From an optimization exercise on the open Yosys and OpenROAD flow, aimed at small area and a short achievable clock period; shortcuts taken in it are not production practice.
RTL that was checked went through simulation tests only; none was proved equivalent to the original.
Power is estimated from default activity; no workload was simulated.

## v21
// CAM
module CAM #(parameter SIZE=32)(
	input 							clock, reset,
	input 							enable,
	input 							command,
	input[31:0]						data,
	input[$clog2(SIZE)-1:0]			write_idx,
	output reg[$clog2(SIZE)-1:0]	read_idx,
	output reg						hit
);
Size in the first run: roughly 3400 cells after synthesis, about 1100 flip-flops, ~47 I/O pins, ~46000 um^2 of cells after synthesis.
Settings: LEC_CHECK=0, CAP_MARGIN=20, CORE_MARGIN=2, CORE_UTILIZATION=55, CTS_BUF_LIST=sky130_fd_sc_hd__clkbuf_8, CTS_CLUSTER_DIAMETER=80, CTS_CLUSTER_SIZE=12, SETUP_SLACK_MARGIN=2.3, SLEW_MARGIN=20, SYNTH_HIERARCHICAL=1, SYNTH_MINIMUM_KEEP_SIZE=0; clock period 4.5 ns.
run.sh (not shown) runs the stock make flow with config.mk's settings and CLKGATE_MAP_FILE= SYNTH_SCRIPT=/design/flow/synth_recipe.tcl, a recipe that flattens the netlist after the stock synthesis.
Here is what was changed in the inputs of v41 compared with v21.
- changing CTS_BUF_LIST from sky130_fd_sc_hd__clkbuf_8 to sky130_fd_sc_hd__clkbuf_8 sky130_fd_sc_hd__clkbuf_16
- setting PLACE_DENSITY to 0.7 for the first time
- changing CORE_UTILIZATION from 55 to 40
- changing CTS_CLUSTER_SIZE from 12 to 20
[summary]
- The clock-pin slew of the registers on the worst-case setup and hold paths of v41 and that of v21 are within noise of each other.
- Summary: max-slew headroom at the worst pin, v41 better than v21
- Going from v21 to v41, minimum clock period after layout decreased 0.017 ns, floorplan die area increased 32000 um^2, final core area utilization decreased 18 points.
- Both conditions hold for v41: the flow ran to the end and the final layout passed the timing, design-rule and antenna checks.
- Diff v21 -> v41 | number of fill cells | increase of 3785
- Register-to-register slack up 0.14 ns in v41 wrt v21
- On via count, v21 loses to v41.
- In v41, post-route standard cell area excluding fillers is higher than in v21.
## Diff of input files: v47 against v41
- CTS_BUF_LIST: sky130_fd_sc_hd__clkbuf_8 sky130_fd_sc_hd__clkbuf_16 -> sky130_fd_sc_hd__clkbuf_8
- CTS_CLUSTER_SIZE: 20 -> 12
- CORE_UTILIZATION: 40 -> 70
- PLACE_DENSITY: 0.7 -> unset
## What came out
v47: no failed stages, no open violations at the end
From v41 to v47 the numbers moved as follows: total routing resource utilization after global routing picked up an extra 16 points; multi-input logic cell count picked up an extra 7; number of signal-net inverters in the final layout neither gained nor lost much; clock network fraction of design power lost 1.7 points; final antenna diode count picked up an extra 1.
Looking at iteration count of the initial detailed-routing pass, v47 sits 2 below v41.
Share of the clock period used by the worst path is lower on v41
v47 reports a higher clock latency on the worst-skew pair than v41 does.
Relative to v41, the clock-buffer cell count measured on v47 has increased by more than half.
v47: internal power about 2.3% below v41
Setup changes, v47 to v49
- CORE_UTILIZATION: 70 -> 40
- CTS_CLUSTER_SIZE: 12 -> 16
- CTS_BUF_LIST: sky130_fd_sc_hd__clkbuf_8 -> sky130_fd_sc_hd__clkbuf_4 sky130_fd_sc_hd__clkbuf_8
[summary]
When the final numbers for v47 and v49 were put side by side, the fraction of area in registers turned out to be smaller in v49. Relative to v47, the fraction of area in clock buffers and inverters of v49 is lower by 0.18 points. NOTE floorplan die height v47->v49 increased by more than a quarter. Diff v47 -> v49 | final non-filler cell area | up slightly. Lower overall die area among v47 and v49: v47. On v49: total wire length after detailed routing is 13% lower than what v47 gave. Of v47 and v49, the run reporting the higher total number of placement rows was v49. v49: final critical-path setup slack 0.011 ns above v47. Looking at leakage power total, v49 sits 0.40 nW lower than v47 does. v49 reports its startpoint of the most critical setup path as write_idx[3] while v47 reports data[13].
The inputs of v23 differ from those of v49 as listed below.
- CTS_BUF_LIST changed from sky130_fd_sc_hd__clkbuf_4 sky130_fd_sc_hd__clkbuf_8 to sky130_fd_sc_hd__clkbuf_8 sky130_fd_sc_hd__clkbuf_16
- GPL_ROUTABILITY_DRIVEN newly set to 0
- CTS_CLUSTER_SIZE changed from 16 to 20
==> comparison <==
- v23 | stages: all done | timing, DRC, antenna: all pass
- Comparing v49 against v23, there is no change at all in worst-case reg-to-reg path depth.
- When the final numbers for v23 and v49 were put side by side, the fraction of power consumed by combinational cells turned out to be smaller in v49.
- In the flow results for v23 and v49, the total length of routed wires is smaller on v49.
- Compare v23 and v49 | number of buffers outside the clock class in the layout lower: v23
- Diff v49 -> v23: worst slew margin relative to its limit climbed 16 points; clock-buffer cell count lost 55; all-layer global routing usage went down by 0.24 points.
- There was hardly any difference in layout multi-input combinational cell count between v23 and v49.
- Area of all placed cells without fillers in v23 is 380 um^2 higher than in v49
Relative to v23, the following input files were edited for v16:
- CTS_CLUSTER_SIZE changed from 20 to 12
- GPL_ROUTABILITY_DRIVEN removed (was 0)
- TNS_END_PERCENT newly set to 10
- CTS_BUF_LIST changed from sky130_fd_sc_hd__clkbuf_8 sky130_fd_sc_hd__clkbuf_16 to sky130_fd_sc_hd__clkbuf_8
Findings:
In summary, v16 completed successfully, with a layout that passed the timing, design-rule and antenna checks.
Pin count of the biggest net entering global routing (v16 / v23): 1.3
When v16 is set beside v23, its total power turns out to be 3.3% smaller.
Looking at switching part of the total power across v23 and v16, the one that comes out higher is v16.
From v23 to v16 the numbers moved as follows: sequential fraction of total cell area higher; final core utilization went down.


v6:
The RTL this note starts from:
==> flow/design.v <==
`timescale 1ns/1ns
module CAM #(parameter SIZE=32)(
	input 							clock, reset,
	input 							enable,
	input 							command,
	input[31:0]						data,
	input[$clog2(SIZE)-1:0]			write_idx,
	output reg[$clog2(SIZE)-1:0]	read_idx,
	output reg						hit
);
	localparam IW = $clog2(SIZE);	 
	wire wr = enable & command;
	wire rd = enable & ~command;
	reg [SIZE-1:0] vacant;			 
	wire [SIZE-1:0] z;				 
	genvar i;
	generate for (i = 0; i < SIZE; i = i + 1) begin : e
		reg [31:0] word;
		always @(posedge clock)
			if (!reset && wr && write_idx == i)
				word <= data;
		CAM_miss u_miss (.word(word), .key(data), .vacant(vacant[i]), .z(z[i]));
	end endgenerate
	wire			any;
	wire [IW-1:0]	first;
	CAM_first u_first (.z(z), .hit(any), .idx(first));
	always @(posedge clock)
		if (reset || !rd) begin
			hit <= 1'b0;
			read_idx <= 0;
		end else begin
			hit <= any;
			read_idx <= first;
		end
	always @(posedge clock)
		if (reset)
			vacant <= {SIZE{1'b1}};
		else if (wr)
			vacant[write_idx] <= 1'b0;
endmodule
module CAM_miss(
	input [31:0]	word,
	input [31:0]	key,
	input			vacant,
	output			z
);
	wire [31:0]	eq;		 
	wire [7:0]	ne4;	 
	wire [3:0]	eq8;	 
	genvar j;
	generate for (j = 0; j < 32; j = j + 1) begin : b
		CAM_xnor2 u (.a(word[j]), .b(key[j]), .y(eq[j]));
	end
	for (j = 0; j < 8; j = j + 1) begin : n
		CAM_nand4 u (.a(eq[4*j]), .b(eq[4*j+1]), .c(eq[4*j+2]), .d(eq[4*j+3]), .y(ne4[j]));
	end
	for (j = 1; j < 4; j = j + 1) begin : y
		CAM_nor2 u (.a(ne4[2*j]), .b(ne4[2*j+1]), .y(eq8[j]));
	end endgenerate
	CAM_nor3 u_y0 (.a(ne4[0]), .b(ne4[1]), .c(vacant), .y(eq8[0]));
	CAM_nand4 u_w (.a(eq8[0]), .b(eq8[1]), .c(eq8[2]), .d(eq8[3]), .y(z));
endmodule
module CAM_first(
	input [31:0]	z,
	output			hit,
	output [4:0]	idx
);
	genvar i, l, b;
	generate for (l = 1; l <= 5; l = l + 1) begin : t
		localparam N = 32 >> l;
		wire [N-1:0] h;
		wire [N*l-1:0] x;
		for (i = 0; i < N; i = i + 1) begin : n
			wire hl, hh;
			wire [l-1:0] xo;
			if (l == 1) begin : c
				assign hl = z[2*i];
				assign hh = z[2*i+1];
			end else begin : c
				assign hl = t[l-1].h[2*i];
				assign hh = t[l-1].h[2*i+1];
			end
			if (l % 2 == 1) begin : o
				CAM_nand2 u_h (.a(hl), .b(hh), .y(h[i]));
				CAM_andn  u_t (.a(hl), .b(hh), .y(xo[l-1]));
				for (b = 0; b < l - 1; b = b + 1) begin : m
					CAM_muxi u (.s(hl), .a(t[l-1].x[(2*i)*(l-1) + b]), .b(t[l-1].x[(2*i+1)*(l-1) + b]), .y(xo[b]));
				end
			end else begin : o
				CAM_nor2 u_h (.a(hl), .b(hh), .y(h[i]));
				CAM_andn  u_t (.a(hh), .b(hl), .y(xo[l-1]));
				for (b = 0; b < l - 1; b = b + 1) begin : m
					CAM_muxi u (.s(hl), .a(t[l-1].x[(2*i+1)*(l-1) + b]), .b(t[l-1].x[(2*i)*(l-1) + b]), .y(xo[b]));
				end
			end
			assign x[i*l +: l] = xo;
		end
	end endgenerate
	assign hit = t[5].h[0];
	assign idx = t[5].x[4:0] ^ 5'b01010;
endmodule
module CAM_xnor2(input a, input b, output y);
	assign y = ~(a ^ b);
endmodule
module CAM_nand4(input a, input b, input c, input d, output y);
	assign y = ~(a & b & c & d);
endmodule
module CAM_nor3(input a, input b, input c, output y);
	assign y = ~(a | b | c);
endmodule
module CAM_nor2(input a, input b, output y);
	assign y = ~(a | b);
endmodule
module CAM_nand2(input a, input b, output y);
	assign y = ~(a & b);
endmodule
module CAM_andn(input a, input b, output y);
	assign y = a & ~b;
endmodule
module CAM_muxi(input s, input a, input b, output y);
	assign y = ~(s ? b : a);
endmodule
export LEC_CHECK = 0
export CAP_MARGIN = 20
export CORE_MARGIN = 2
export CORE_UTILIZATION = 40
export SETUP_SLACK_MARGIN = 1.9
export SLEW_MARGIN = 20
export SYNTH_HIERARCHICAL = 1
export SYNTH_MINIMUM_KEEP_SIZE = 0
create_clock -name core_clock -period 4.5 [get_ports {clock}]
v6 finished every step from synthesis to the final layout, and the layout passed the timing, design-rule and antenna checks.
## Diff of input files: v7 against v6
- a change of SETUP_SLACK_MARGIN from 1.9 to 2.3
--- outcome ---
v7 vs. v6: maximum cell stage delay along the critical path has decreased; proportion of cell area occupied by multi-input gates comparable; number of standard cells in the final layout excluding fillers higher; number of nets in the finished design picked up an extra 136; final area up about 5%. Diff v6 and v7: upper clock frequency limit lower in v6. v7 vs. v6: proportion of final cell area spent on non-clock buffers went up by 3.1 points. From v6 to v7 the numbers moved as follows: time the worst path needs with I/O delays and setup moved down, share of the clock period used by the worst path after layout moved down.
Function was not checked in any run of this note: the RTL went through the layout flow alone.

[what the ideal ports hide]
The results above use ideal ports. As a check the final layouts listed here were re-extracted and re-timed, cells and wires unchanged. Step 1 sets driving cells, clkbuf_16 on the clock port and buf_2 on the other inputs (assumed; they add their load-dependent delay and slew). Step 2 adds t to the input delays and takes it off the output delays; t is the mean of the earliest and latest rising clock arrival at the registers after step 1. Input paths then give back, and output paths get back, about the clock's delay inside the block. Three values: ideal, step 1, step 2; two values: the first two.
| run | t, ns | setup WS [ns] | worst setup path after step 2 | latest minus earliest clock arrival (ns) | slew at the worst register clock pin (ns) |
|---|---|---|---|---|---|
| v21 | 0.806 | 2.264 / 2.175 / 1.369 | input to register | 0.050 / 0.050 | 0.09 / 0.09 |
| v41 | 0.746 | 2.281 / 2.145 / 1.398 | input to register | 0.035 / 0.035 | 0.09 / 0.09 |
| v47 | 0.804 | 2.262 / 2.122 / 1.317 | input to register | 0.035 / 0.035 | 0.09 / 0.09 |
| v49 | 0.803 | 2.274 / 2.173 / 1.370 | input to register | 0.054 / 0.054 | 0.11 / 0.11 |
| v23 | 0.755 | 2.315 / 2.232 / 1.477 | input to register | 0.032 / 0.032 | 0.09 / 0.09 |
| v16 | 0.799 | 2.207 / 2.192 / 1.393 | input to register | 0.048 / 0.048 | 0.10 / 0.10 |
| v6 | 0.744 | 1.827 / 1.789 / 1.045 | input to register | 0.019 / 0.019 | 0.07 / 0.07 |
| v7 | 0.740 | 1.950 / 1.789 / 1.048 | input to register | 0.023 / 0.023 | 0.06 / 0.06 |
After both steps every run listed still meets setup and hold. The setup slack of v47, which loses most, moves by -0.140 ns with the drivers and by -0.945 ns with both steps.
